What follows belongs to an exercise in optimizing a design on an open flow for small area and a short achievable clock period; a production flow would make more cautious choices. Function was not checked in any run shown here: the RTL went through the layout flow alone.

### flow/design.v
module Systolic_array (
    input clk, reset,
    input [7:0] in_na, in_nb,
    output [16:0] out_c
);
  reg [16:0] acc;
  reg kc;
  assign out_c = acc + {kc, 12'b0};
  wire pp1;
  assign pp1 = ~(in_na[0] | in_nb[0]);
  wire pp2;
  assign pp2 = ~(in_na[0] | in_nb[1]);
  wire pp3;
  assign pp3 = ~(in_na[0] | in_nb[2]);
  wire pp4;
  assign pp4 = ~(in_na[0] | in_nb[3]);
  wire pp5;
  assign pp5 = ~(in_na[0] | in_nb[4]);
  wire pp6;
  assign pp6 = ~(in_na[0] | in_nb[5]);
  wire pp7;
  assign pp7 = ~(in_na[0] | in_nb[6]);
  wire pp8;
  assign pp8 = ~(in_na[0] | in_nb[7]);
  wire pp9;
  assign pp9 = ~(in_na[1] | in_nb[0]);
  wire pp10;
  assign pp10 = ~(in_na[1] | in_nb[1]);
  wire pp11;
  assign pp11 = ~(in_na[1] | in_nb[2]);
  wire pp12;
  assign pp12 = ~(in_na[1] | in_nb[3]);
  wire pp13;
  assign pp13 = ~(in_na[1] | in_nb[4]);
  wire pp14;
  assign pp14 = ~(in_na[1] | in_nb[5]);
  wire pp15;
  assign pp15 = ~(in_na[1] | in_nb[6]);
  wire pp16;
  assign pp16 = ~(in_na[1] | in_nb[7]);
  wire pp17;
  assign pp17 = ~(in_na[2] | in_nb[0]);
  wire pp18;
  assign pp18 = ~(in_na[2] | in_nb[1]);
  wire pp19;
  assign pp19 = ~(in_na[2] | in_nb[2]);
  wire pp20;
  assign pp20 = ~(in_na[2] | in_nb[3]);
  wire pp21;
  assign pp21 = ~(in_na[2] | in_nb[4]);
  wire pp22;
  assign pp22 = ~(in_na[2] | in_nb[5]);
  wire pp23;
  assign pp23 = ~(in_na[2] | in_nb[6]);
  wire pp24;
  assign pp24 = ~(in_na[2] | in_nb[7]);
  wire pp25;
  assign pp25 = ~(in_na[3] | in_nb[0]);
  wire pp26;
  assign pp26 = ~(in_na[3] | in_nb[1]);
  wire pp27;
  assign pp27 = ~(in_na[3] | in_nb[2]);
  wire pp28;
  assign pp28 = ~(in_na[3] | in_nb[3]);
  wire pp29;
  assign pp29 = ~(in_na[3] | in_nb[4]);
  wire pp30;
  assign pp30 = ~(in_na[3] | in_nb[5]);
  wire pp31;
  assign pp31 = ~(in_na[3] | in_nb[6]);
  wire pp32;
  assign pp32 = ~(in_na[3] | in_nb[7]);
  wire pp33;
  assign pp33 = ~(in_na[4] | in_nb[0]);
  wire pp34;
  assign pp34 = ~(in_na[4] | in_nb[1]);
  wire pp35;
  assign pp35 = ~(in_na[4] | in_nb[2]);
  wire pp36;
  assign pp36 = ~(in_na[4] | in_nb[3]);
  wire pp37;
  assign pp37 = ~(in_na[4] | in_nb[4]);
  wire pp38;
  assign pp38 = ~(in_na[4] | in_nb[5]);
  wire pp39;
  assign pp39 = ~(in_na[4] | in_nb[6]);
  wire pp40;
  assign pp40 = ~(in_na[4] | in_nb[7]);
  wire pp41;
  assign pp41 = ~(in_na[5] | in_nb[0]);
  wire pp42;
  assign pp42 = ~(in_na[5] | in_nb[1]);
  wire pp43;
  assign pp43 = ~(in_na[5] | in_nb[2]);
  wire pp44;
  assign pp44 = ~(in_na[5] | in_nb[3]);
  wire pp45;
  assign pp45 = ~(in_na[5] | in_nb[4]);
  wire pp46;
  assign pp46 = ~(in_na[5] | in_nb[5]);
  wire pp47;
  assign pp47 = ~(in_na[5] | in_nb[6]);
  wire pp48;
  assign pp48 = ~(in_na[5] | in_nb[7]);
  wire pp49;
  assign pp49 = ~(in_na[6] | in_nb[0]);
  wire pp50;
  assign pp50 = ~(in_na[6] | in_nb[1]);
  wire pp51;
  assign pp51 = ~(in_na[6] | in_nb[2]);
  wire pp52;
  assign pp52 = ~(in_na[6] | in_nb[3]);
  wire pp53;
  assign pp53 = ~(in_na[6] | in_nb[4]);
  wire pp54;
  assign pp54 = ~(in_na[6] | in_nb[5]);
  wire pp55;
  assign pp55 = ~(in_na[6] | in_nb[6]);
  wire pp56;
  assign pp56 = ~(in_na[6] | in_nb[7]);
  wire pp57;
  assign pp57 = ~(in_na[7] | in_nb[0]);
  wire pp58;
  assign pp58 = ~(in_na[7] | in_nb[1]);
  wire pp59;
  assign pp59 = ~(in_na[7] | in_nb[2]);
  wire pp60;
  assign pp60 = ~(in_na[7] | in_nb[3]);
  wire pp61;
  assign pp61 = ~(in_na[7] | in_nb[4]);
  wire pp62;
  assign pp62 = ~(in_na[7] | in_nb[5]);
  wire pp63;
  assign pp63 = ~(in_na[7] | in_nb[6]);
  wire pp64;
  assign pp64 = ~(in_na[7] | in_nb[7]);
  wire s65;
  wire k66;
  mm_ha u66 (.a(acc[5]), .b(pp6), .s(s65), .co(k66));
  wire s67;
  wire k68;
  mm_fa u68 (.a(acc[6]), .b(pp7), .c(pp14), .s(s67), .co(k68));
  wire s69;
  wire k70;
  mm_ha u70 (.a(pp21), .b(pp28), .s(s69), .co(k70));
  wire s71;
  wire k72;
  mm_fa u72 (.a(acc[7]), .b(pp8), .c(pp15), .s(s71), .co(k72));
  wire s73;
  wire k74;
  mm_fa u74 (.a(pp22), .b(pp29), .c(pp36), .s(s73), .co(k74));
  wire s75;
  wire k76;
  mm_ha u76 (.a(pp43), .b(pp50), .s(s75), .co(k76));
  wire s77;
  wire k78;
  mm_fa u78 (.a(acc[8]), .b(pp16), .c(pp23), .s(s77), .co(k78));
  wire s79;
  wire k80;
  mm_fa u80 (.a(pp30), .b(pp37), .c(pp44), .s(s79), .co(k80));
  wire s81;
  wire k82;
  mm_ha u82 (.a(pp51), .b(pp58), .s(s81), .co(k82));
  wire s83;
  wire k84;
  mm_fa u84 (.a(acc[9]), .b(pp24), .c(pp31), .s(s83), .co(k84));
  wire s85;
  wire k86;
  mm_fa u86 (.a(pp38), .b(pp45), .c(pp52), .s(s85), .co(k86));
  wire s87;
  wire k88;
  mm_fa u88 (.a(acc[10]), .b(pp32), .c(pp39), .s(s87), .co(k88));
  wire s89;
  wire k90;
  mm_ha u90 (.a(acc[3]), .b(pp4), .s(s89), .co(k90));
  wire s91;
  wire k92;
  mm_fa u92 (.a(acc[4]), .b(pp5), .c(pp12), .s(s91), .co(k92));
  wire s93;
  wire k94;
  mm_ha u94 (.a(pp19), .b(pp26), .s(s93), .co(k94));
  wire s95;
  wire k96;
  mm_fa u96 (.a(pp13), .b(pp20), .c(pp27), .s(s95), .co(k96));
  wire s97;
  wire k98;
  mm_fa u98 (.a(pp34), .b(pp41), .c(s65), .s(s97), .co(k98));
  wire s99;
  wire k100;
  mm_fa u100 (.a(pp35), .b(pp42), .c(pp49), .s(s99), .co(k100));
  wire s101;
  wire k102;
  mm_fa u102 (.a(k66), .b(s69), .c(s67), .s(s101), .co(k102));
  wire s103;
  wire k104;
  mm_fa u104 (.a(pp57), .b(k70), .c(s75), .s(s103), .co(k104));
  wire s105;
  wire k106;
  mm_fa u106 (.a(k68), .b(s71), .c(s73), .s(s105), .co(k106));
  wire s107;
  wire k108;
  mm_fa u108 (.a(k76), .b(s81), .c(k72), .s(s107), .co(k108));
  wire s109;
  wire k110;
  mm_fa u110 (.a(k74), .b(s77), .c(s79), .s(s109), .co(k110));
  wire s111;
  wire k112;
  mm_fa u112 (.a(pp59), .b(k82), .c(k78), .s(s111), .co(k112));
  wire s113;
  wire k114;
  mm_fa u114 (.a(k80), .b(s83), .c(s85), .s(s113), .co(k114));
  wire s115;
  wire k116;
  mm_fa u116 (.a(pp46), .b(pp53), .c(pp60), .s(s115), .co(k116));
  wire s117;
  wire k118;
  mm_fa u118 (.a(k84), .b(k86), .c(s87), .s(s117), .co(k118));
  wire s119;
  wire k120;
  mm_fa u120 (.a(acc[11]), .b(pp40), .c(pp47), .s(s119), .co(k120));
  wire s121;
  wire k122;
  mm_fa u122 (.a(pp54), .b(pp61), .c(k88), .s(s121), .co(k122));
  wire s123;
  wire k124;
  mm_fa u124 (.a(acc[12]), .b(kc), .c(pp48), .s(s123), .co(k124));
  wire s125;
  wire k126;
  mm_ha u126 (.a(pp55), .b(pp62), .s(s125), .co(k126));
  wire s127;
  wire k128;
  mm_ha u128 (.a(acc[13]), .b(pp56), .s(s127), .co(k128));
  wire s129;
  wire k130;
  mm_ha u130 (.a(acc[2]), .b(pp3), .s(s129), .co(k130));
  wire s131;
  wire k132;
  mm_fa u132 (.a(pp11), .b(pp18), .c(pp25), .s(s131), .co(k132));
  wire s133;
  wire k134;
  mm_fa u134 (.a(pp33), .b(k90), .c(s93), .s(s133), .co(k134));
  wire s135;
  wire k136;
  mm_fa u136 (.a(k94), .b(k92), .c(s95), .s(s135), .co(k136));
  wire s137;
  wire k138;
  mm_fa u138 (.a(k96), .b(s99), .c(k98), .s(s137), .co(k138));
  wire s139;
  wire k140;
  mm_fa u140 (.a(k100), .b(s103), .c(k102), .s(s139), .co(k140));
  wire s141;
  wire k142;
  mm_fa u142 (.a(k104), .b(s107), .c(k106), .s(s141), .co(k142));
  wire s143;
  wire k144;
  mm_fa u144 (.a(k108), .b(s111), .c(k110), .s(s143), .co(k144));
  wire s145;
  wire k146;
  mm_fa u146 (.a(s115), .b(k112), .c(k114), .s(s145), .co(k146));
  wire s147;
  wire k148;
  mm_fa u148 (.a(k116), .b(s119), .c(s121), .s(s147), .co(k148));
  wire s149;
  wire k150;
  mm_fa u150 (.a(s125), .b(k120), .c(s123), .s(s149), .co(k150));
  wire s151;
  wire k152;
  mm_fa u152 (.a(pp63), .b(k126), .c(s127), .s(s151), .co(k152));
  wire s153;
  wire k154;
  mm_ha u154 (.a(acc[14]), .b(pp64), .s(s153), .co(k154));
  wire s155;
  wire k156;
  mm_ha u156 (.a(acc[1]), .b(pp2), .s(s155), .co(k156));
  wire s157;
  wire k158;
  mm_fa u158 (.a(pp10), .b(pp17), .c(s129), .s(s157), .co(k158));
  wire s159;
  wire k160;
  mm_fa u160 (.a(k130), .b(s89), .c(s131), .s(s159), .co(k160));
  wire s161;
  wire k162;
  mm_fa u162 (.a(k132), .b(s91), .c(s133), .s(s161), .co(k162));
  wire s163;
  wire k164;
  mm_fa u164 (.a(k134), .b(s97), .c(s135), .s(s163), .co(k164));
  wire s165;
  wire k166;
  mm_fa u166 (.a(k136), .b(s101), .c(s137), .s(s165), .co(k166));
  wire s167;
  wire k168;
  mm_fa u168 (.a(s105), .b(k138), .c(s139), .s(s167), .co(k168));
  wire s169;
  wire k170;
  mm_fa u170 (.a(s109), .b(k140), .c(s141), .s(s169), .co(k170));
  wire s171;
  wire k172;
  mm_fa u172 (.a(s113), .b(k142), .c(s143), .s(s171), .co(k172));
  wire s173;
  wire k174;
  mm_fa u174 (.a(s117), .b(k144), .c(s145), .s(s173), .co(k174));
  wire s175;
  wire k176;
  mm_fa u176 (.a(k118), .b(k146), .c(s147), .s(s175), .co(k176));
  wire s177;
  wire k178;
  mm_fa u178 (.a(k122), .b(s149), .c(k148), .s(s177), .co(k178));
  wire s179;
  wire k180;
  mm_fa u180 (.a(k124), .b(s151), .c(k150), .s(s179), .co(k180));
  wire s181;
  wire k182;
  mm_fa u182 (.a(k128), .b(s153), .c(k152), .s(s181), .co(k182));
  wire s183;
  wire k184;
  mm_ha u184 (.a(acc[15]), .b(k154), .s(s183), .co(k184));
  wire s185;
  wire k186;
  mm_ha u186 (.a(acc[0]), .b(pp1), .s(s185), .co(k186));
  wire s187;
  wire k188;
  mm_fa u188 (.a(pp9), .b(k186), .c(s155), .s(s187), .co(k188));
  wire s189;
  wire k190;
  mm_fa u190 (.a(k156), .b(k188), .c(s157), .s(s189), .co(k190));
  wire s191;
  wire k192;
  mm_ha u192 (.a(s159), .b(k158), .s(s191), .co(k192));
  wire s193;
  wire k194;
  mm_ha u194 (.a(s161), .b(k160), .s(s193), .co(k194));
  wire s195;
  wire k196;
  mm_ha u196 (.a(s163), .b(k162), .s(s195), .co(k196));
  wire s197;
  wire k198;
  mm_ha u198 (.a(s165), .b(k164), .s(s197), .co(k198));
  wire s199;
  wire k200;
  mm_ha u200 (.a(s167), .b(k166), .s(s199), .co(k200));
  wire s201;
  wire k202;
  mm_ha u202 (.a(s169), .b(k168), .s(s201), .co(k202));
  wire s203;
  wire k204;
  mm_ha u204 (.a(s171), .b(k170), .s(s203), .co(k204));
  wire s205;
  wire k206;
  mm_ha u206 (.a(s173), .b(k172), .s(s205), .co(k206));
  wire s207;
  wire k208;
  mm_ha u208 (.a(s175), .b(k174), .s(s207), .co(k208));
  wire g209;
  assign g209 = k192 | (s191 & k190);
  wire g210;
  assign g210 = k194 | (s193 & g209);
  wire p211;
  assign p211 = s193 & s191;
  wire g212;
  assign g212 = k196 | (s195 & k194);
  wire p213;
  assign p213 = s195 & s193;
  wire g214;
  assign g214 = k198 | (s197 & k196);
  wire p215;
  assign p215 = s197 & s195;
  wire g216;
  assign g216 = k200 | (s199 & k198);
  wire p217;
  assign p217 = s199 & s197;
  wire g218;
  assign g218 = k202 | (s201 & k200);
  wire p219;
  assign p219 = s201 & s199;
  wire g220;
  assign g220 = k204 | (s203 & k202);
  wire p221;
  assign p221 = s203 & s201;
  wire g222;
  assign g222 = k206 | (s205 & k204);
  wire p223;
  assign p223 = s205 & s203;
  wire g224;
  assign g224 = k208 | (s207 & k206);
  wire p225;
  assign p225 = s207 & s205;
  wire g226;
  assign g226 = g212 | (p213 & g209);
  wire p227;
  assign p227 = p213 & s191;
  wire g228;
  assign g228 = g214 | (p215 & g210);
  wire p229;
  assign p229 = p215 & p211;
  wire g230;
  assign g230 = g216 | (p217 & g212);
  wire p231;
  assign p231 = p217 & p213;
  wire g232;
  assign g232 = g218 | (p219 & g214);
  wire p233;
  assign p233 = p219 & p215;
  wire g234;
  assign g234 = g220 | (p221 & g216);
  wire p235;
  assign p235 = p221 & p217;
  wire g236;
  assign g236 = g222 | (p223 & g218);
  wire p237;
  assign p237 = p223 & p219;
  wire g238;
  assign g238 = g224 | (p225 & g220);
  wire p239;
  assign p239 = p225 & p221;
  wire g240;
  assign g240 = g230 | (p231 & g209);
  wire p241;
  assign p241 = p231 & s191;
  wire g242;
  assign g242 = g232 | (p233 & g210);
  wire p243;
  assign p243 = p233 & p211;
  wire g244;
  assign g244 = g234 | (p235 & g226);
  wire p245;
  assign p245 = p235 & p227;
  wire g246;
  assign g246 = g236 | (p237 & g228);
  wire p247;
  assign p247 = p237 & p229;
  wire g248;
  assign g248 = g238 | (p239 & g230);
  wire p249;
  assign p249 = p239 & p231;
  wire g250;
  assign g250 = g248 | (p249 & g209);
  wire p251;
  assign p251 = p249 & s191;
  wire s252;
  wire k253;
  mm_ha u253 (.a(s177), .b(k176), .s(s252), .co(k253));
  wire s254;
  wire k255;
  mm_ha u255 (.a(s179), .b(k178), .s(s254), .co(k255));
  wire s256;
  wire k257;
  mm_ha u257 (.a(s181), .b(k180), .s(s256), .co(k257));
  wire s258;
  wire k259;
  mm_ha u259 (.a(s183), .b(k182), .s(s258), .co(k259));
  wire s260;
  wire k261;
  mm_ha u261 (.a(acc[16]), .b(k184), .s(s260), .co(k261));
  wire g262;
  assign g262 = k255 | (s254 & k253);
  wire p263;
  assign p263 = s254 & s252;
  wire g264;
  assign g264 = k257 | (s256 & k255);
  wire p265;
  assign p265 = s256 & s254;
  wire g266;
  assign g266 = k259 | (s258 & k257);
  wire p267;
  assign p267 = s258 & s256;
  wire g268;
  assign g268 = k261 | (s260 & k259);
  wire p269;
  assign p269 = s260 & s258;
  wire g270;
  assign g270 = g264 | (p265 & k253);
  wire p271;
  assign p271 = p265 & s252;
  wire g272;
  assign g272 = g266 | (p267 & g262);
  wire p273;
  assign p273 = p267 & p263;
  wire g274;
  assign g274 = g268 | (p269 & g264);
  wire p275;
  assign p275 = p269 & p265;
  wire g276;
  assign g276 = g274 | (p275 & k253);
  wire p277;
  assign p277 = p275 & s252;
  wire [16:0] sum = {(s260 ^ g272), (s258 ^ g270), (s256 ^ g262), (s254 ^ k253), (s252 ^ 1'b0), (s207 ^ g246), (s205 ^ g244), (s203 ^ g242), (s201 ^ g240), (s199 ^ g228), (s197 ^ g226), (s195 ^ g210), (s193 ^ g209), (s191 ^ k190), s189, s187, s185};
  always @(posedge clk or posedge reset) begin
    if (reset) begin
      acc <= 17'b0;
      kc <= 1'b0;
    end else begin
      acc <= sum;
      kc <= g250;
    end
  end
endmodule
module Systolic_array_int (
    input clk, reset,
    input [7:0] in_na, in_nb,
    output reg [16:0] out_c
);
  wire [16:0] acc = out_c;
  wire pp1;
  assign pp1 = ~(in_na[0] | in_nb[0]);
  wire pp2;
  assign pp2 = ~(in_na[0] | in_nb[1]);
  wire pp3;
  assign pp3 = ~(in_na[0] | in_nb[2]);
  wire pp4;
  assign pp4 = ~(in_na[0] | in_nb[3]);
  wire pp5;
  assign pp5 = ~(in_na[0] | in_nb[4]);
  wire pp6;
  assign pp6 = ~(in_na[0] | in_nb[5]);
  wire pp7;
  assign pp7 = ~(in_na[0] | in_nb[6]);
  wire pp8;
  assign pp8 = ~(in_na[0] | in_nb[7]);
  wire pp9;
  assign pp9 = ~(in_na[1] | in_nb[0]);
  wire pp10;
  assign pp10 = ~(in_na[1] | in_nb[1]);
  wire pp11;
  assign pp11 = ~(in_na[1] | in_nb[2]);
  wire pp12;
  assign pp12 = ~(in_na[1] | in_nb[3]);
  wire pp13;
  assign pp13 = ~(in_na[1] | in_nb[4]);
  wire pp14;
  assign pp14 = ~(in_na[1] | in_nb[5]);
  wire pp15;
  assign pp15 = ~(in_na[1] | in_nb[6]);
  wire pp16;
  assign pp16 = ~(in_na[1] | in_nb[7]);
  wire pp17;
  assign pp17 = ~(in_na[2] | in_nb[0]);
  wire pp18;
  assign pp18 = ~(in_na[2] | in_nb[1]);
  wire pp19;
  assign pp19 = ~(in_na[2] | in_nb[2]);
  wire pp20;
  assign pp20 = ~(in_na[2] | in_nb[3]);
  wire pp21;
  assign pp21 = ~(in_na[2] | in_nb[4]);
  wire pp22;
  assign pp22 = ~(in_na[2] | in_nb[5]);
  wire pp23;
  assign pp23 = ~(in_na[2] | in_nb[6]);
  wire pp24;
  assign pp24 = ~(in_na[2] | in_nb[7]);
  wire pp25;
  assign pp25 = ~(in_na[3] | in_nb[0]);
  wire pp26;
  assign pp26 = ~(in_na[3] | in_nb[1]);
  wire pp27;
  assign pp27 = ~(in_na[3] | in_nb[2]);
  wire pp28;
  assign pp28 = ~(in_na[3] | in_nb[3]);
  wire pp29;
  assign pp29 = ~(in_na[3] | in_nb[4]);
  wire pp30;
  assign pp30 = ~(in_na[3] | in_nb[5]);
  wire pp31;
  assign pp31 = ~(in_na[3] | in_nb[6]);
  wire pp32;
  assign pp32 = ~(in_na[3] | in_nb[7]);
  wire pp33;
  assign pp33 = ~(in_na[4] | in_nb[0]);
  wire pp34;
  assign pp34 = ~(in_na[4] | in_nb[1]);
  wire pp35;
  assign pp35 = ~(in_na[4] | in_nb[2]);
  wire pp36;
  assign pp36 = ~(in_na[4] | in_nb[3]);
  wire pp37;
  assign pp37 = ~(in_na[4] | in_nb[4]);
  wire pp38;
  assign pp38 = ~(in_na[4] | in_nb[5]);
  wire pp39;
  assign pp39 = ~(in_na[4] | in_nb[6]);
  wire pp40;
  assign pp40 = ~(in_na[4] | in_nb[7]);
  wire pp41;
  assign pp41 = ~(in_na[5] | in_nb[0]);
  wire pp42;
  assign pp42 = ~(in_na[5] | in_nb[1]);
  wire pp43;
  assign pp43 = ~(in_na[5] | in_nb[2]);
  wire pp44;
  assign pp44 = ~(in_na[5] | in_nb[3]);
  wire pp45;
  assign pp45 = ~(in_na[5] | in_nb[4]);
  wire pp46;
  assign pp46 = ~(in_na[5] | in_nb[5]);
  wire pp47;
  assign pp47 = ~(in_na[5] | in_nb[6]);
  wire pp48;
  assign pp48 = ~(in_na[5] | in_nb[7]);
  wire pp49;
  assign pp49 = ~(in_na[6] | in_nb[0]);
  wire pp50;
  assign pp50 = ~(in_na[6] | in_nb[1]);
  wire pp51;
  assign pp51 = ~(in_na[6] | in_nb[2]);
  wire pp52;
  assign pp52 = ~(in_na[6] | in_nb[3]);
  wire pp53;
  assign pp53 = ~(in_na[6] | in_nb[4]);
  wire pp54;
  assign pp54 = ~(in_na[6] | in_nb[5]);
  wire pp55;
  assign pp55 = ~(in_na[6] | in_nb[6]);
  wire pp56;
  assign pp56 = ~(in_na[6] | in_nb[7]);
  wire pp57;
  assign pp57 = ~(in_na[7] | in_nb[0]);
  wire pp58;
  assign pp58 = ~(in_na[7] | in_nb[1]);
  wire pp59;
  assign pp59 = ~(in_na[7] | in_nb[2]);
  wire pp60;
  assign pp60 = ~(in_na[7] | in_nb[3]);
  wire pp61;
  assign pp61 = ~(in_na[7] | in_nb[4]);
  wire pp62;
  assign pp62 = ~(in_na[7] | in_nb[5]);
  wire pp63;
  assign pp63 = ~(in_na[7] | in_nb[6]);
  wire pp64;
  assign pp64 = ~(in_na[7] | in_nb[7]);
  wire s65;
  wire k66;
  mm_ha u66 (.a(acc[5]), .b(pp6), .s(s65), .co(k66));
  wire s67;
  wire k68;
  mm_fa u68 (.a(acc[6]), .b(pp7), .c(pp14), .s(s67), .co(k68));
  wire s69;
  wire k70;
  mm_ha u70 (.a(pp21), .b(pp28), .s(s69), .co(k70));
  wire s71;
  wire k72;
  mm_fa u72 (.a(acc[7]), .b(pp8), .c(pp15), .s(s71), .co(k72));
  wire s73;
  wire k74;
  mm_fa u74 (.a(pp22), .b(pp29), .c(pp36), .s(s73), .co(k74));
  wire s75;
  wire k76;
  mm_ha u76 (.a(pp43), .b(pp50), .s(s75), .co(k76));
  wire s77;
  wire k78;
  mm_fa u78 (.a(acc[8]), .b(pp16), .c(pp23), .s(s77), .co(k78));
  wire s79;
  wire k80;
  mm_fa u80 (.a(pp30), .b(pp37), .c(pp44), .s(s79), .co(k80));
  wire s81;
  wire k82;
  mm_ha u82 (.a(pp51), .b(pp58), .s(s81), .co(k82));
  wire s83;
  wire k84;
  mm_fa u84 (.a(acc[9]), .b(pp24), .c(pp31), .s(s83), .co(k84));
  wire s85;
  wire k86;
  mm_fa u86 (.a(pp38), .b(pp45), .c(pp52), .s(s85), .co(k86));
  wire s87;
  wire k88;
  mm_fa u88 (.a(acc[10]), .b(pp32), .c(pp39), .s(s87), .co(k88));
  wire s89;
  wire k90;
  mm_ha u90 (.a(acc[3]), .b(pp4), .s(s89), .co(k90));
  wire s91;
  wire k92;
  mm_fa u92 (.a(acc[4]), .b(pp5), .c(pp12), .s(s91), .co(k92));
  wire s93;
  wire k94;
  mm_ha u94 (.a(pp19), .b(pp26), .s(s93), .co(k94));
  wire s95;
  wire k96;
  mm_fa u96 (.a(pp13), .b(pp20), .c(pp27), .s(s95), .co(k96));
  wire s97;
  wire k98;
  mm_fa u98 (.a(pp34), .b(pp41), .c(s65), .s(s97), .co(k98));
  wire s99;
  wire k100;
  mm_fa u100 (.a(pp35), .b(pp42), .c(pp49), .s(s99), .co(k100));
  wire s101;
  wire k102;
  mm_fa u102 (.a(k66), .b(s69), .c(s67), .s(s101), .co(k102));
  wire s103;
  wire k104;
  mm_fa u104 (.a(pp57), .b(k70), .c(s75), .s(s103), .co(k104));
  wire s105;
  wire k106;
  mm_fa u106 (.a(k68), .b(s71), .c(s73), .s(s105), .co(k106));
  wire s107;
  wire k108;
  mm_fa u108 (.a(k76), .b(s81), .c(k72), .s(s107), .co(k108));
  wire s109;
  wire k110;
  mm_fa u110 (.a(k74), .b(s77), .c(s79), .s(s109), .co(k110));
  wire s111;
  wire k112;
  mm_fa u112 (.a(pp59), .b(k82), .c(k78), .s(s111), .co(k112));
  wire s113;
  wire k114;
  mm_fa u114 (.a(k80), .b(s83), .c(s85), .s(s113), .co(k114));
  wire s115;
  wire k116;
  mm_fa u116 (.a(pp46), .b(pp53), .c(pp60), .s(s115), .co(k116));
  wire s117;
  wire k118;
  mm_fa u118 (.a(k84), .b(k86), .c(s87), .s(s117), .co(k118));
  wire s119;
  wire k120;
  mm_fa u120 (.a(acc[11]), .b(pp40), .c(pp47), .s(s119), .co(k120));
  wire s121;
  wire k122;
  mm_fa u122 (.a(pp54), .b(pp61), .c(k88), .s(s121), .co(k122));
  wire s123;
  wire k124;
  mm_fa u124 (.a(acc[12]), .b(pp48), .c(pp55), .s(s123), .co(k124));
  wire s125;
  wire k126;
  mm_ha u126 (.a(acc[2]), .b(pp3), .s(s125), .co(k126));
  wire s127;
  wire k128;
  mm_fa u128 (.a(pp11), .b(pp18), .c(pp25), .s(s127), .co(k128));
  wire s129;
  wire k130;
  mm_fa u130 (.a(pp33), .b(k90), .c(s93), .s(s129), .co(k130));
  wire s131;
  wire k132;
  mm_fa u132 (.a(k94), .b(k92), .c(s95), .s(s131), .co(k132));
  wire s133;
  wire k134;
  mm_fa u134 (.a(k96), .b(s99), .c(k98), .s(s133), .co(k134));
  wire s135;
  wire k136;
  mm_fa u136 (.a(k100), .b(s103), .c(k102), .s(s135), .co(k136));
  wire s137;
  wire k138;
  mm_fa u138 (.a(k104), .b(s107), .c(k106), .s(s137), .co(k138));
  wire s139;
  wire k140;
  mm_fa u140 (.a(k108), .b(s111), .c(k110), .s(s139), .co(k140));
  wire s141;
  wire k142;
  mm_fa u142 (.a(s115), .b(k112), .c(k114), .s(s141), .co(k142));
  wire s143;
  wire k144;
  mm_fa u144 (.a(k116), .b(s119), .c(s121), .s(s143), .co(k144));
  wire s145;
  wire k146;
  mm_fa u146 (.a(pp62), .b(k120), .c(s123), .s(s145), .co(k146));
  wire s147;
  wire k148;
  mm_fa u148 (.a(acc[13]), .b(pp56), .c(pp63), .s(s147), .co(k148));
  wire s149;
  wire k150;
  mm_ha u150 (.a(acc[1]), .b(pp2), .s(s149), .co(k150));
  wire s151;
  wire k152;
  mm_fa u152 (.a(pp10), .b(pp17), .c(s125), .s(s151), .co(k152));
  wire s153;
  wire k154;
  mm_fa u154 (.a(k126), .b(s89), .c(s127), .s(s153), .co(k154));
  wire s155;
  wire k156;
  mm_fa u156 (.a(k128), .b(s91), .c(s129), .s(s155), .co(k156));
  wire s157;
  wire k158;
  mm_fa u158 (.a(k130), .b(s97), .c(s131), .s(s157), .co(k158));
  wire s159;
  wire k160;
  mm_fa u160 (.a(k132), .b(s101), .c(s133), .s(s159), .co(k160));
  wire s161;
  wire k162;
  mm_fa u162 (.a(s105), .b(k134), .c(s135), .s(s161), .co(k162));
  wire s163;
  wire k164;
  mm_fa u164 (.a(s109), .b(k136), .c(s137), .s(s163), .co(k164));
  wire s165;
  wire k166;
  mm_fa u166 (.a(s113), .b(k138), .c(s139), .s(s165), .co(k166));
  wire s167;
  wire k168;
  mm_fa u168 (.a(s117), .b(k140), .c(s141), .s(s167), .co(k168));
  wire s169;
  wire k170;
  mm_fa u170 (.a(k118), .b(k142), .c(s143), .s(s169), .co(k170));
  wire s171;
  wire k172;
  mm_fa u172 (.a(k122), .b(s145), .c(k144), .s(s171), .co(k172));
  wire s173;
  wire k174;
  mm_fa u174 (.a(k124), .b(s147), .c(k146), .s(s173), .co(k174));
  wire s175;
  wire k176;
  mm_fa u176 (.a(acc[14]), .b(pp64), .c(k148), .s(s175), .co(k176));
  wire s177;
  wire k178;
  mm_ha u178 (.a(acc[0]), .b(pp1), .s(s177), .co(k178));
  wire s179;
  wire k180;
  mm_fa u180 (.a(pp9), .b(k178), .c(s149), .s(s179), .co(k180));
  wire s181;
  wire k182;
  mm_fa u182 (.a(k150), .b(k180), .c(s151), .s(s181), .co(k182));
  wire s183;
  wire k184;
  mm_fa u184 (.a(k152), .b(s153), .c(k182), .s(s183), .co(k184));
  wire s185;
  wire k186;
  mm_fa u186 (.a(k154), .b(s155), .c(k184), .s(s185), .co(k186));
  wire s187;
  wire k188;
  mm_ha u188 (.a(s157), .b(k156), .s(s187), .co(k188));
  wire s189;
  wire k190;
  mm_ha u190 (.a(s159), .b(k158), .s(s189), .co(k190));
  wire s191;
  wire k192;
  mm_ha u192 (.a(s161), .b(k160), .s(s191), .co(k192));
  wire s193;
  wire k194;
  mm_ha u194 (.a(s163), .b(k162), .s(s193), .co(k194));
  wire s195;
  wire k196;
  mm_ha u196 (.a(s165), .b(k164), .s(s195), .co(k196));
  wire s197;
  wire k198;
  mm_ha u198 (.a(s167), .b(k166), .s(s197), .co(k198));
  wire s199;
  wire k200;
  mm_ha u200 (.a(s169), .b(k168), .s(s199), .co(k200));
  wire s201;
  wire k202;
  mm_ha u202 (.a(s171), .b(k170), .s(s201), .co(k202));
  wire s203;
  wire k204;
  mm_ha u204 (.a(s173), .b(k172), .s(s203), .co(k204));
  wire s205;
  wire k206;
  mm_ha u206 (.a(s175), .b(k174), .s(s205), .co(k206));
  wire s207;
  wire k208;
  mm_ha u208 (.a(acc[15]), .b(k176), .s(s207), .co(k208));
  wire g209;
  assign g209 = k188 | (s187 & k186);
  wire g210;
  assign g210 = k190 | (s189 & g209);
  wire p211;
  assign p211 = s189 & s187;
  wire g212;
  assign g212 = k194 | (s193 & k192);
  wire p213;
  assign p213 = s193 & s191;
  wire g214;
  assign g214 = k198 | (s197 & k196);
  wire p215;
  assign p215 = s197 & s195;
  wire g216;
  assign g216 = k202 | (s201 & k200);
  wire p217;
  assign p217 = s201 & s199;
  wire g218;
  assign g218 = k206 | (s205 & k204);
  wire p219;
  assign p219 = s205 & s203;
  wire g220;
  assign g220 = 1'b0 | (acc[16] & k208);
  wire p221;
  assign p221 = acc[16] & s207;
  wire g222;
  assign g222 = k192 | (s191 & g210);
  wire p223;
  assign p223 = s191 & p211;
  wire g224;
  assign g224 = g212 | (p213 & g210);
  wire p225;
  assign p225 = p213 & p211;
  wire g226;
  assign g226 = k200 | (s199 & g214);
  wire p227;
  assign p227 = s199 & p215;
  wire g228;
  assign g228 = g216 | (p217 & g214);
  wire p229;
  assign p229 = p217 & p215;
  wire g230;
  assign g230 = k208 | (s207 & g218);
  wire p231;
  assign p231 = s207 & p219;
  wire g232;
  assign g232 = g220 | (p221 & g218);
  wire p233;
  assign p233 = p221 & p219;
  wire g234;
  assign g234 = k196 | (s195 & g224);
  wire p235;
  assign p235 = s195 & p225;
  wire g236;
  assign g236 = g214 | (p215 & g224);
  wire p237;
  assign p237 = p215 & p225;
  wire g238;
  assign g238 = g226 | (p227 & g224);
  wire p239;
  assign p239 = p227 & p225;
  wire g240;
  assign g240 = g228 | (p229 & g224);
  wire p241;
  assign p241 = p229 & p225;
  wire g242;
  assign g242 = k204 | (s203 & g240);
  wire p243;
  assign p243 = s203 & p241;
  wire g244;
  assign g244 = g218 | (p219 & g240);
  wire p245;
  assign p245 = p219 & p241;
  wire g246;
  assign g246 = g230 | (p231 & g240);
  wire p247;
  assign p247 = p231 & p241;
  wire g248;
  assign g248 = g232 | (p233 & g240);
  wire p249;
  assign p249 = p233 & p241;
  wire [16:0] sum = {(acc[16] ^ g246), (s207 ^ g244), (s205 ^ g242), (s203 ^ g240), (s201 ^ g238), (s199 ^ g236), (s197 ^ g234), (s195 ^ g224), (s193 ^ g222), (s191 ^ g210), (s189 ^ g209), (s187 ^ k186), s185, s183, s181, s179, s177};
  always @(posedge clk or posedge reset) begin
    if (reset)
      out_c <= 17'b0;
    else
      out_c <= sum;
  end
endmodule
module mm_fa (input a, b, c, output s, co);
  assign s = a ^ b ^ c;
  assign co = (a & b) | (c & (a ^ b));
endmodule
module mm_ha (input a, b, output s, co);
  assign s = a ^ b;
  assign co = a & b;
endmodule
module Matrix_Multiplication (
  input clk, reset,
  input [7:0] a1, a2, a3, a4, b1, b2, b3, b4,
  output [16:0] c1, c2, c3, c4, c5, c6, c7, c8, c9, c10, c11, c12, c13, c14, c15, c16
);
  reg [7:0] ad1_0, ad1_1, ad1_2, ad1_3, ad2_0, ad2_1, ad2_2, ad2_3, ad3_0, ad3_1, ad3_2, ad3_3;
  reg [7:0] bd1_0, bd1_1, bd1_2, bd1_3, bd2_0, bd2_1, bd2_2, bd2_3, bd3_0, bd3_1, bd3_2, bd3_3;
  wire [7:0] ad0_0 = ~a1, ad0_1 = ~a2, ad0_2 = ~a3, ad0_3 = ~a4;
  wire [7:0] bd0_0 = ~b1, bd0_1 = ~b2, bd0_2 = ~b3, bd0_3 = ~b4;
  always @(posedge clk or posedge reset) begin
    if (reset) begin
      ad1_0 <= 8'b11111111;
      ad1_1 <= 8'b11111111;
      ad1_2 <= 8'b11111111;
      ad1_3 <= 8'b11111111;
      ad2_0 <= 8'b11111111;
      ad2_1 <= 8'b11111111;
      ad2_2 <= 8'b11111111;
      ad2_3 <= 8'b11111111;
      ad3_0 <= 8'b11111111;
      ad3_1 <= 8'b11111111;
      ad3_2 <= 8'b11111111;
      ad3_3 <= 8'b11111111;
      bd1_0 <= 8'b11111111;
      bd1_1 <= 8'b11111111;
      bd1_2 <= 8'b11111111;
      bd1_3 <= 8'b11111111;
      bd2_0 <= 8'b11111111;
      bd2_1 <= 8'b11111111;
      bd2_2 <= 8'b11111111;
      bd2_3 <= 8'b11111111;
      bd3_0 <= 8'b11111111;
      bd3_1 <= 8'b11111111;
      bd3_2 <= 8'b11111111;
      bd3_3 <= 8'b11111111;
    end else begin
      ad1_0 <= ad0_0;
      ad1_1 <= ad0_1;
      ad1_2 <= ad0_2;
      ad1_3 <= ad0_3;
      ad2_0 <= ad1_0;
      ad2_1 <= ad1_1;
      ad2_2 <= ad1_2;
      ad2_3 <= ad1_3;
      ad3_0 <= ad2_0;
      ad3_1 <= ad2_1;
      ad3_2 <= ad2_2;
      ad3_3 <= ad2_3;
      bd1_0 <= bd0_0;
      bd1_1 <= bd0_1;
      bd1_2 <= bd0_2;
      bd1_3 <= bd0_3;
      bd2_0 <= bd1_0;
      bd2_1 <= bd1_1;
      bd2_2 <= bd1_2;
      bd2_3 <= bd1_3;
      bd3_0 <= bd2_0;
      bd3_1 <= bd2_1;
      bd3_2 <= bd2_2;
      bd3_3 <= bd2_3;
    end
  end
  Systolic_array B1 (.clk(clk), .reset(reset), .in_na(ad0_0), .in_nb(bd0_0), .out_c(c1));
  Systolic_array B2 (.clk(clk), .reset(reset), .in_na(ad0_1), .in_nb(bd1_0), .out_c(c2));
  Systolic_array B3 (.clk(clk), .reset(reset), .in_na(ad0_2), .in_nb(bd2_0), .out_c(c3));
  Systolic_array B4 (.clk(clk), .reset(reset), .in_na(ad0_3), .in_nb(bd3_0), .out_c(c4));
  Systolic_array B5 (.clk(clk), .reset(reset), .in_na(ad1_0), .in_nb(bd0_1), .out_c(c5));
  Systolic_array_int B6 (.clk(clk), .reset(reset), .in_na(ad1_1), .in_nb(bd1_1), .out_c(c6));
  Systolic_array_int B7 (.clk(clk), .reset(reset), .in_na(ad1_2), .in_nb(bd2_1), .out_c(c7));
  Systolic_array_int B8 (.clk(clk), .reset(reset), .in_na(ad1_3), .in_nb(bd3_1), .out_c(c8));
  Systolic_array B9 (.clk(clk), .reset(reset), .in_na(ad2_0), .in_nb(bd0_2), .out_c(c9));
  Systolic_array_int B10 (.clk(clk), .reset(reset), .in_na(ad2_1), .in_nb(bd1_2), .out_c(c10));
  Systolic_array_int B11 (.clk(clk), .reset(reset), .in_na(ad2_2), .in_nb(bd2_2), .out_c(c11));
  Systolic_array_int B12 (.clk(clk), .reset(reset), .in_na(ad2_3), .in_nb(bd3_2), .out_c(c12));
  Systolic_array B13 (.clk(clk), .reset(reset), .in_na(ad3_0), .in_nb(bd0_3), .out_c(c13));
  Systolic_array_int B14 (.clk(clk), .reset(reset), .in_na(ad3_1), .in_nb(bd1_3), .out_c(c14));
  Systolic_array_int B15 (.clk(clk), .reset(reset), .in_na(ad3_2), .in_nb(bd2_3), .out_c(c15));
  Systolic_array_int B16 (.clk(clk), .reset(reset), .in_na(ad3_3), .in_nb(bd3_3), .out_c(c16));
endmodule
### flow/flow/run.sh
#!/bin/bash
set -uo pipefail
export BUFFER_PORTS_ARGS="-buffer_cell sky130_fd_sc_hd__buf_1"
export CTS_ARGS="-sink_clustering_enable -repair_clock_nets -sink_clustering_size 24 -sink_clustering_max_diameter 150"
bash standard.sh > flow_standard.log 2>&1
### flow/standard.sh
#!/bin/bash
# synth_recipe.tcl (not shown) runs the flow's synth.tcl, then flattens the netlist and writes it again
# the make line also repeats each setting of config.mk as NAME=value (left out here)
make -C /OpenROAD-flow-scripts/flow DESIGN_CONFIG=/design/flow/config.mk WORK_HOME=/design/flow/orfs CLKGATE_MAP_FILE= SYNTH_SCRIPT=/design/flow/synth_recipe.tcl "${@:-finish}"
### flow/config.mk
export PLATFORM = sky130hd
export DESIGN_NAME = Matrix_Multiplication
export DESIGN_NICKNAME = Matrix_Multiplication
export VERILOG_FILES = /design/flow/design.v
export SDC_FILE = /design/flow/constraint.sdc
export NUM_CORES = 4
export LEC_CHECK = 0
export CAP_MARGIN = 20
export CORE_MARGIN = 2
export CORE_UTILIZATION = 40
export SETUP_SLACK_MARGIN = 2.0
export SLEW_MARGIN = 20
export SYNTH_HIERARCHICAL = 1
export SYNTH_MINIMUM_KEEP_SIZE = 0
### flow/constraint.sdc
create_clock -name core_clock -period 6.5 [get_ports {clk}]
set_input_delay 1.3000 -clock core_clock [delete_from_list [all_inputs] [get_ports {clk}]]
set_output_delay 1.3000 -clock core_clock [all_outputs]
set_load 0.01 [all_outputs]
==> summary.md, run 1 <==
| Metric | Value |
|---|---|
| Worst Setup End Kind | flip-flop |
| Worst-path maximum fanout | 3 |
| Vias in the first global route | 30970 |
| Final setup skew | 0.03609 ns |
| Die area | 112600 um^2 |
| Yosys top cell by area | fa_1 |
| Largest net degree at the start of global routing | 155 |
| Min-delay worst type | reg2reg |
| Final hold violation count | 0 |
| Clk slew on worst S/H paths | 0.11 ns |
| CP Data Required Time | 7.03 ns |
| Placed Instance Area | 45440 um^2 |
| Hold slack | 0.4124 ns |
| Top cell type's share of synthesized area | 37.24% |
| Final HPWL DP | 92.90 mm |
| Routability congestion estimate | 0.8677 |
| H-tree levels | 1 |
| Max-slew violation count | 0 |
| Post-synth ARST share | 100.0% |
| First-pass detailed-route iteration total | 5 |
| Port bufs | 337 |
| Residual DRC | 0 |
| CTS Sinks | 471 |
| #FFs+latches synth | 471 |
| DR iter-0 viols | 1417 |
| Synth unique cells | 34 |
| All-Layer GR Usage | 21.15% |
| Worst Path Arrival | 5.00 ns |
| Least-Margin Pin Slew | 0.8685 ns |
| IO Pins | 338 |
| FF-to-FF Start | ad1_3[0] |
| Clock latency (worst-skew pair) | 0.63 ns |
| Row cnt | 121 |
| Syn. warnings | 9 |
| Maxcap violations | 0 |
| DIE WIDTH | 335.5 um |
| Fin crit share | 68.75% |
| Final core utilization | 43.62% |
| Most common cell in the netlist | nor2_1 |
| Mapped Nets | 5175 |
| Syn-to-layout area delta | 8.141% |
| CTS root buffer | clkbuf_16 |
| Max Clk Rate | 0.2238 GHz |
| Critical Path Source | ad1_3[0] |
| CP startpoint kind | flip-flop |
| Total congestion overflow | 0 |
| Primary FF master, synth | dfrtp_1 |
| Netlist Area Pre-Place | 43970 um^2 |
| Core area | 109000 um^2 |
| Initial Utilization | 40.34% |
| Antenna violations before repair | 10 |
| DR vias | 28160 |
| Setup_tns | 0 ns |
| Post-Syn Instances | 3842 |
| Routed WL | 115.5 mm |
| CTS Buf Count | 23 |
| Sequential-to-total area share from yosys stat | 27.35% |
| Slew margin rel. | 42.10% |
| Syn Area/Cell | 11.44 um^2 |
| First-pass GRT wire length | 183.2 mm |
| RSZ-0062 raised after global routing | yes |
| Clock Path Buffers | 3 |
| Min cycle time layout | 4.469 ns |
| Critical path class | reg2reg |
| Design area | 47550 um^2 |
| # nets final | 5328 |
| DRT antenna net count | 0 |
| Post-DR vias/cell | 5.188 |
| Die H | 335.5 um |
| Share of layout cells above drive strength 1 | 11.86% |
| CTS tree | done |
| Hold_sp | bd2_3[4] |
| Setup-failing EPs final | 0 |
| Mean routed wirelength per cell | 21.27 um |
| # hold bufs at CTS | 0 |
| Post-synth top cells | nor2_1, fa_1, ha_1 |
| Post-synth EDFFs | 0 |
| Ranking of synthesized cells by area | fa_1, dfrtp_1, ha_1 |
| Outcome | complete, no violations |
## cell usage in the layout (no fill, tap or decap), types with 15 or more instances in the layout
master | netlist | routed
clkbuf_1 | 256 | 16
o21ai_0 | 23 | 23
clkbuf_16 | 0 | 23
nand2_1 | 91 | 89
fa_1 | 818 | 794
nor2_1 | 1106 | 1094
xnor2_1 | 117 | 117
fa_2 | 0 | 24
buf_1 | 0 | 336
buf_4 | 84 | 108
o211ai_1 | 16 | 16
dfrtp_1 | 279 | 279
nand3_1 | 30 | 30
a21oi_1 | 76 | 76
ha_1 | 449 | 428
buf_6 | 0 | 15
dfstp_2 | 192 | 190
inv_1 | 88 | 87
a21o_1 | 37 | 37
or2_2 | 25 | 19
## critical path, stage by stage (launching register included)
cell and delay (ns):
dfstp_2 0.63, nor2_1 0.08, ha_1 0.33, fa_1 0.53
fa_2 0.42, fa_2 0.39, fa_2 0.39, ha_2 0.17
or2_4 0.23, ha_4 0.15, o211ai_1 0.15, nand2_1 0.13
a41o_1 0.26, nand2_1 0.07, nand2_1 0.05, ha_2 0.17
nor2_2 0.09, xnor2_1 0.13
## per-module statistics from Yosys (local to each module, per instance)
module | flops+latches | times used | cells | area, um^2
mm_ha | 0 | 369 | 1 | 12.51
Systolic_array_int | 17 | 9 | 135 | 987.2
Matrix_Multiplication | 192 | 1 | 257 | 5289
mm_fa | 0 | 818 | 1 | 20.02
Systolic_array | 18 | 7 | 169 | 1257
## per-layer routing
metal | vias to the layer above | share of wire (%) | GRT usage (%)
li1 | 12350 | - | -
met1 | 14910 | 41 | 27.76
met2 | 749 | 49 | 35.69
met3 | 132 | 7.5 | 5.076
met4 | 16 | 2.3 | 4.274
met5 | - | 0.089 | 0
## per-stage QoR
step,cells,setup slack [ns]
final,5427,2.031
after global routing,5426,1.884
after CTS,5362,1.965
after detailed placement,5255,1.631
after global placement,5255,1.693
after floorplan,3842,2.004
## sequential cells by signal, indices dropped and copies added (netlist names), 17 cells and up
signal	cells
B5.acc	17
B16.out_c	17
B1.acc	17
B3.acc	17
B13.acc	17
B6.out_c	17
B12.out_c	17
B15.out_c	17
B4.acc	17
B14.out_c	17
B11.out_c	17
B9.acc	17
B2.acc	17
B8.out_c	17
B7.out_c	17
B10.out_c	17
## worst paths after layout
kind                            slack [ns]  cells after the start      endpoint
worst max-delay path                  2.03                     17  B8.out_c[14]
worst min-delay path                  0.41                      0      bd3_3[4]
worst max register to register        2.03                     17  B8.out_c[14]
worst min register to register        0.41                      0      bd3_3[4]
max in group asynchronous             4.43                      4      ad3_3[1]
min in group asynchronous             1.00                      2      ad2_3[7]
## cells by family after synthesis
kind of cell / synth area share (%)
xor gates and xnor gates: 2.609
buffers and inverters: 4.371
AOI/OAI and AO/OA: 4.012
muxes: 0.1594
adders and majority gates: 50.02
DFF: 27.35
and+or+nand+nor: 11.47
## cell type report
class | count | area, um^2
clock inverters | 2 | 15.01
inverters | 88 | 334.1
diodes | 1 | 2.502
flip-flops and latches | 471 | 12030
fillers | 10260 | 61460
well taps | 1414 | 1769
repair buffers | 468 | 2391
clock buffers | 40 | 649.4
multi-input cells | 2943 | 30350
## timing repair
item,CTS,global route
pin swaps,10,105
resized for setup,1,99
setup endpoints to repair,27,40
setup buffers,65,63
==> run 2, diff against run 1 <==
--- a/flow/config.mk
+++ b/flow/config.mk
@@ -8,7 +8,7 @@
 export CAP_MARGIN = 20
 export CORE_MARGIN = 2
 export CORE_UTILIZATION = 40
-export SETUP_SLACK_MARGIN = 2.0
+export SETUP_SLACK_MARGIN = 2.3
 export SLEW_MARGIN = 20
 export SYNTH_HIERARCHICAL = 1
 export SYNTH_MINIMUM_KEEP_SIZE = 0
==> run 2 against run 1 <==
  * Flip-flop and latch count is the same
  * Clock skew decreased by 0.014 ns
  * Sequential share of layout area shrank 1.0 points
  * Hold slack worse by 0.0054 ns
  * Core utilization up 1.9 points
  * Routed wire length increased by 0.87%
  * Via count fell by 0.49%
  * Critical endpoint is now B7.out_c[14]
==> summary.md, run 2 <==
| Metric | Value |
|---|---|
| Initial Utilization | 40.34% |
| CTS tree | done |
| CP peak stage delay | 0.66 ns |
| Depth of the worst register-to-register path | 17 |
| Crit-path most repeated cell | fa_1 |
| Clock latency (worst-skew pair) | 0.62 ns |
| Crit-path slowest cell | dfstp_4 |
| Total congestion overflow | 0 |
| Syn Area/Cell | 11.44 um^2 |
| Outcome | complete, no violations |
| Slack of the critical path | 2.148 ns |
| Setup_tns | 0 ns |
| Post-Syn Instances | 3842 |
| Row cnt | 121 |
| First-pass detailed-route iteration total | 5 |
| Post-synth top cells | nor2_1, fa_1, ha_1 |
| Largest net degree at the start of global routing | 130 |
| DR vias | 28020 |
| Syn-to-layout area delta | 12.94% |
| Vias in the first global route | 31630 |
| All-Layer GR Usage | 21.50% |
| Final hold violation count | 0 |
| Min cycle time layout | 4.352 ns |
| Share of layout cells above drive strength 1 | 20.52% |
| Post-DR vias/cell | 5.144 |
| DRT antenna net count | 0 |
| Die area | 112600 um^2 |
| R2R Path End | B7.out_c[14] |
| Port bufs | 337 |
| Placed insts | 5256 |
| Yosys top cell by area | fa_1 |
| Reg-to-reg slack, setup | 2.15 ns |
| IO Pins | 338 |
| CTS Sinks | 471 |
| Sequential-to-total area share from yosys stat | 27.35% |
| Synth unique cells | 34 |
| Worst Setup End Kind | flip-flop |
| Final setup skew | 0.02185 ns |
| DR iter-0 viols | 1443 |
| RSZ-0062 raised after global routing | yes |
| Mean routed wirelength per cell | 21.38 um |
| FF-to-FF Start | ad1_2[3] |
| Min-delay worst type | reg2reg |
| H-tree levels | 1 |
| CP Buf/Inv Count | 1 |
| Post-synth EDFFs | 0 |
| Max-slew violation count | 0 |
| CP Data Required Time | 7.04 ns |
| Clk slew on worst S/H paths | 0.11 ns |
| Final HPWL DP | 92.67 mm |
| Routability congestion estimate | 0.8613 |
| Worst Path Arrival | 4.89 ns |
| Antenna violations before repair | 3 |
| Least-Margin Pin Slew | 0.8149 ns |
| Die H | 335.5 um |
| First-pass GRT wire length | 185.7 mm |
| Worst-path maximum fanout | 4 |
| Hold_sp | bd2_3[1] |
| Fin crit share | 66.95% |
| Netlist Area Pre-Place | 43970 um^2 |
| Top cell type's share of synthesized area | 37.24% |
| Slew margin rel. | 45.61% |
| Post-Place Setup Slack | 1.759 ns |
| Setup-failing EPs final | 0 |
| Syn. warnings | 9 |
| CP startpoint kind | flip-flop |
| Endpoint, Worst Hold | bd3_3[1] |
| Most frequent cells in the layout | nor2_1, fa_1, ha_1, buf_1, dfrtp_1 |
| Core area | 109000 um^2 |
| #FFs+latches synth | 471 |
| DIE WIDTH | 335.5 um |
| Routed WL | 116.5 mm |
| Post-synth ARST share | 100.0% |
| Most common cell in the netlist | nor2_1 |
| Crit path cell chain | buf_6 -> nor2_4 -> fa_1 -> fa_1 -> fa_1 -> ha_1 -> ha_2 -> or2_4 -> ha_4 -> o211ai_1 -> nand2_1 -> a41o_4 -> nand2_2 -> nand2_2 -> ha_4 -> nor2_4 -> xnor2_2 |
| CTS root buffer | clkbuf_16 |
| Critical path class | reg2reg |
| # nets final | 5346 |
| Mapped Nets | 5175 |
| Post-Layout Cell Count | 5447 |
| Commonest non-fill, non-tap cell in the layout | nor2_1 |
| CTS Buf Count | 24 |
| Crit path max-delay family | adder cells |
| Residual DRC | 0 |
| # hold bufs at CTS | 0 |
| Ranking of synthesized cells by area | fa_1, dfrtp_1, ha_1 |
| WHS Path Cells | 0 |
| Maxcap violations | 0 |
| Clock Path Buffers | 3 |
| Max Clk Rate | 0.2298 GHz |
| Primary FF master, synth | dfrtp_1 |
-- run 2: cell count changes in the layout (fill, tap and decap cells not counted), sizes merged --
cell / change
clkinv: +3
clkinvlp: +2
clkbuf: +1
diode: +1
inv: -3
buf: +16
-- run 2: routing by layer --
metal  vias to the layer above  GRT usage (%)  share of wire, %
li1                      12420              -                 -
met5                         -              0             0.023
met3                       126          4.799               6.4
met2                       659          36.25                49
met4                         4          6.307               3.1
met1                     14810          27.69                41
-- run 2: cell families (layout without fill, tap and decap cells) --
family / count (synthesis) / after routing / share of synthesized area, %
AOI/OAI and AO/OA: 244 / 244 / 4.012
xor gates and xnor gates: 131 / 131 / 2.609
adders and majority gates: 1267 / 1267 / 50.02
buffers and inverters: 428 / 617 / 4.371
DFF: 471 / 471 / 27.35
muxes: 7 / 7 / 0.1594
other: 0 / 2 / 0
and+or+nand+nor: 1294 / 1294 / 11.47
-- run 2: worst max path at each step --
stage | from | end | slack, ns | depth (start not counted)
finish | ad1_2[3] | B7.out_c[14] | 2.15 | 17
CTS | ad2_1[0] | B10.out_c[14] | 2.10 | 17
floorplan | a1[3] | B1.kc | 2.25 | 12
global placement | b3[6] | B9.acc[11] | 1.75 | 12
global route | ad1_1[0] | B6.out_c[14] | 2.00 | 18
detailed placement | b1[7] | B1.acc[16] | 1.76 | 13
-- run 2: area by class of cell --
type | instances | area (um^2)
repair buffers | 485 | 2531
diodes | 2 | 5.005
fillers | 10060 | 59350
well taps | 1414 | 1769
clock inverters | 4 | 42.54
multi-input cells | 2943 | 32020
inverters | 88 | 529.3
clock buffers | 40 | 691.9
flip-flops and latches | 471 | 12070
-- run 2: metrics by stage --
stage | util, % | area, um^2 | hold slack (ns)
2_1_floorplan | - | 46110 | 0.3533
3_3_place_gp | 42.93 | 46790 | 0.4337
3_5_place_dp | 42.93 | 46790 | 0.4363
4_1_cts | 44.76 | 48790 | 0.4120
5_1_grt | 45.55 | 49650 | 0.4092
6_report | 45.55 | 49660 | 0.4070
-- run 2: repair_timing --
item | CTS | global route
pin swaps | 140 | 108
gates resized for setup | 113 | 116
gates cloned | 0 | 0
setup buffers | 102 | 43
endpoints found under the setup margin | 53 | 70
-- run 2: Yosys stat by module (local to each module, per instance) --
module	copies in the design	area [um^2]
Systolic_array	7	1257
mm_fa	818	20.02
Matrix_Multiplication	1	5289
Systolic_array_int	9	987.2
mm_ha	369	12.51

==> separate check: timing with driven ports <==
Ports are ideal in the flow. The routed layouts listed here were re-timed in OpenROAD.
Step 1 sets driving cells, clkbuf_16 on the clock port and buf_2 on the other inputs (assumed; they add their load-dependent delay and slew).
Step 2 times the ports against the registers' clock, not the clock port: input delays grow and output delays shrink by t, the midpoint of the rising clock arrivals with the driver on.
a / b / c = no drivers / after step 1 / after step 2; a / b = the first two.
| run | t, ns | setup WS [ns] | latest minus earliest clock arrival (ns) | slew at the worst register clock pin (ns) | worst data-port slew with drivers (ns) |
|---|---|---|---|---|---|
| run 1 | 0.690 | 2.031 / 2.031 / 1.593 | 0.039 / 0.039 | 0.12 / 0.12 | 0.12 |
| run 2 | 0.682 | 2.148 / 2.148 / 1.770 | 0.025 / 0.025 | 0.12 / 0.12 | 0.12 |
After both steps setup and hold are still met in every run listed. For run 1, which loses most, drivers alone change the setup slack by 0.000 ns; drivers and shift together by -0.438 ns.
